Source: an optimization exercise on an open RTL-to-GDS flow (aim: small area). Production flows keep margins and buffers that such runs may drop.
In this exercise RTL edits were held to simulation tests only and were not proved equivalent to the original.

Design parking, start of the top module:
module parking(
    input clk,
    input sw,
    input rst,
    input come, place, stop_car,
    output reg full_switch,
    output [15:0] stop_place_num_light,
    input leave,
    input [3:0] outplace_carnum,
    output reg count_down, empty_switch,
    output [6:0] money,
    output reg [6:0] stop_time,
    output [127:0] car_leave_light,
    input [3:0] keyboard_val,
    input pay,
    input empty, change,
    input [3:0] initial_money,
    input [2:0] per_money,
    input [3:0] place_number,
    output [119:0] information_light,
    output [55:0] pay_light,
    input time_end,
    output reg allpay
);
    function [7:0] seg_u;
        input [3:0] d;
        begin
            seg_u[0] = (d[2] & ~d[1] & ~d[0]) | (~d[3] & ~d[2] & ~d[1] & d[0]);
            seg_u[1] = (d[2] & ~d[1] & d[0]) | (d[2] & d[1] & ~d[0]);
            seg_u[2] = (~d[2] & d[1] & ~d[0]);
            seg_u[3] = (d[2] & ~d[1] & ~d[0]) | (d[2] & d[1] & d[0]) | (~d[3] & ~d[2] & ~d[1] & d[0]);
            seg_u[4] = (d[0]) | (d[2] & ~d[1]);
            seg_u[5] = (d[1] & d[0]) | (~d[2] & d[1]) | (~d[3] & ~d[2] & d[0]);
            seg_u[6] = (d[2] & d[1] & d[0]) | (~d[3] & ~d[2] & ~d[1]);
            seg_u[7] = 1'b1;
        end
    endfunction
    function [7:0] seg_t;
        input [3:0] d;
        begin
            seg_t[0] = (d[3] & d[1]) | (d[2] & ~d[1] & ~d[0]) | (~d[3] & ~d[2] & ~d[1] & d[0]);
            seg_t[1] = (d[3] & d[1]) | (d[3] & d[2]) | (d[2] & ~d[1] & d[0]) | (d[2] & d[1] & ~d[0]);
            seg_t[2] = ~((~d[2] & ~d[1]) | (~d[3] & d[0]) | (~d[3] & d[2]));
            seg_t[3] = (d[3] & d[1]) | (d[2] & ~d[1] & ~d[0]) | (d[2] & d[1] & d[0]) | (~d[3] & ~d[2] & ~d[1] & d[0]);
            seg_t[4] = (d[0]) | (d[2] & ~d[1]) | (d[3] & d[1]);
            seg_t[5] = (d[1] & d[0]) | (~d[2] & d[1]) | (d[3] & d[2]) | (~d[3] & ~d[2] & d[0]);
            seg_t[6] = (d[3] & d[1]) | (d[3] & d[2]) | (d[2] & d[1] & d[0]) | (~d[3] & ~d[2] & ~d[1]);
            seg_t[7] = 1'b1;
        end
    endfunction
  ...
Size in the first run: ~200 flip-flops.
export LEC_CHECK = 0
export ABC_AREA = 1
export CAP_MARGIN = 20
export CORE_MARGIN = 2
export CORE_UTILIZATION = 40
export CTS_BUF_LIST = sky130_fd_sc_hd__clkbuf_8
export CTS_CLUSTER_DIAMETER = 80
export CTS_CLUSTER_SIZE = 16
export SLEW_MARGIN = 20
create_clock -name core_clock -period 20.0 [get_ports {clk}]
standard.sh (not shown) runs the stock make flow with config.mk's settings and CLKGATE_MAP_FILE= SYNTH_SCRIPT=/design/flow/synth_recipe.tcl, a recipe that flattens the netlist after the stock synthesis.
==> flow/flow/run.sh <==
#!/bin/bash
# The standard layout with two changes:
#  - synthesis maps the logic with flow/abc_area.script instead of ORFS's ABC script (same
#    synthesis otherwise, so the registers are the standard synthesis's);
#  - the port buffers are the smallest buffer cell;
#  - the constant outputs share the tie cell synthesis gives them (no repair_tie_fanout).
set -euo pipefail
work=$PWD
# ORFS's synth.tcl, with abc given our script
sed 's|^source \$::env(SCRIPTS_DIR)/synth_preamble.tcl$|&\nset abc_args [lreplace $abc_args 1 1 '"$work"'/flow/abc_area.script]|' \
    "$FLOW_HOME/scripts/synth.tcl" > "$work/synth_abc.tcl"
grep -q "flow/abc_area.script" "$work/synth_abc.tcl"
# The standard flow's synthesis script, sourcing that copy
sed 's|\$::env(SCRIPTS_DIR)/synth.tcl|'"$work"'/synth_abc.tcl|' synth_recipe.tcl > "$work/synth_recipe_abc.tcl"
grep -q "synth_abc.tcl" "$work/synth_recipe_abc.tcl"
sed 's|synth_recipe.tcl|synth_recipe_abc.tcl|' standard.sh > standard_abc.sh
grep -q "synth_recipe_abc.tcl" standard_abc.sh
bash standard_abc.sh BUFFER_PORTS_ARGS="-buffer_cell sky130_fd_sc_hd__buf_1" SKIP_REPAIR_TIE_FANOUT=1 > standard.log 2>&1
==> flow/flow/abc_area.script <==
strash; &get -n; &deepsyn -J 50; &put; strash; &get -n; &dch -f; &nf -R 1000; &put; topo; stime -c
==> next run, changes <==
--- a/flow/design.v
+++ b/flow/design.v
@@ -120,25 +120,25 @@
             d = add3({c[2:0], v[1]});
             seg2 = {seg_t({a[3], b[3], c[3], d[3]}), seg_u({d[2:0], v[0]})};
         end
     endfunction
     reg [5:0] tb;
     wire tick = (tb == 6'd0);
     wire slot = (tb >= 6'd5) && (tb <= 6'd9);
     always @(posedge clk)
-        if (rst || tb == 6'd44) tb <= 6'd0;
+        if (rst || (tb[5] & tb[3] & tb[2])) tb <= 6'd0;
         else tb <= tb + 6'd1;
     reg [3:0] kv_q;
     reg t1;
     reg [7:0] haspay;
     wire key_a = keyboard_val == 4'hA;
     wire key_d = keyboard_val == 4'hD;
     wire allpay_n = key_d | (allpay & ~key_a);
-    wire t1_n = t1 & ~key_a;    
+    wire t1_n = t1 & ~key_a;
     wire add = pay & ~allpay_n & ~t1_n;
     wire hp_1 = haspay[0] ^ keyboard_val[0];
     wire hp_2 = haspay[0] & keyboard_val[0];
     wire hp_3 = haspay[1] ^ keyboard_val[0] ^ keyboard_val[1];
     wire hp_4 = (haspay[1] & keyboard_val[0]) | (haspay[1] & keyboard_val[1]) | (keyboard_val[0] & keyboard_val[1]);
     wire hp_5 = hp_2 ^ hp_3;
     wire hp_6 = hp_2 & hp_3;
     wire hp_7 = haspay[2] ^ keyboard_val[1] ^ keyboard_val[2];
Outcome: Worst hold slack got worse by 0.0098 ns; sequential share of layout area fell by 0.53 points; setup slack got worse by 0.53 ns; register-to-register slack got worse by 0.21 ns; non-clock buffer count rose by 1; cell area rose by 1.7%; via count rose by 0.81%; global-route usage rose by 1.5 points.

## what the ideal ports hide
How much do the figures lean on ideal ports? The routed layouts below were timed once more, with nothing changed but the port constraints.
Step 1 assumes that a clkbuf_16 drives the clock port and a buf_2 every other input.
Step 2 adds t to the input delays and takes it off the output delays; t is the mean of the earliest and latest rising clock arrival at the registers after step 1. Input paths then give back, and output paths get back, about the clock's delay inside the block.
Slacks: no drivers / after step 1 / after step 2; pairs: no drivers / after step 1.
run | t, ns | setup WS [ns] | worst data-port slew with drivers (ns)
the first run | 0.567 | 10.557 / 10.536 / 9.969 | 0.06
the second run | 0.568 | 10.031 / 10.006 / 9.439 | 0.07
After both steps setup and hold are still met in every run listed. The setup slack of the second run, which loses most, moves by -0.025 ns with the drivers and by -0.592 ns with both steps.
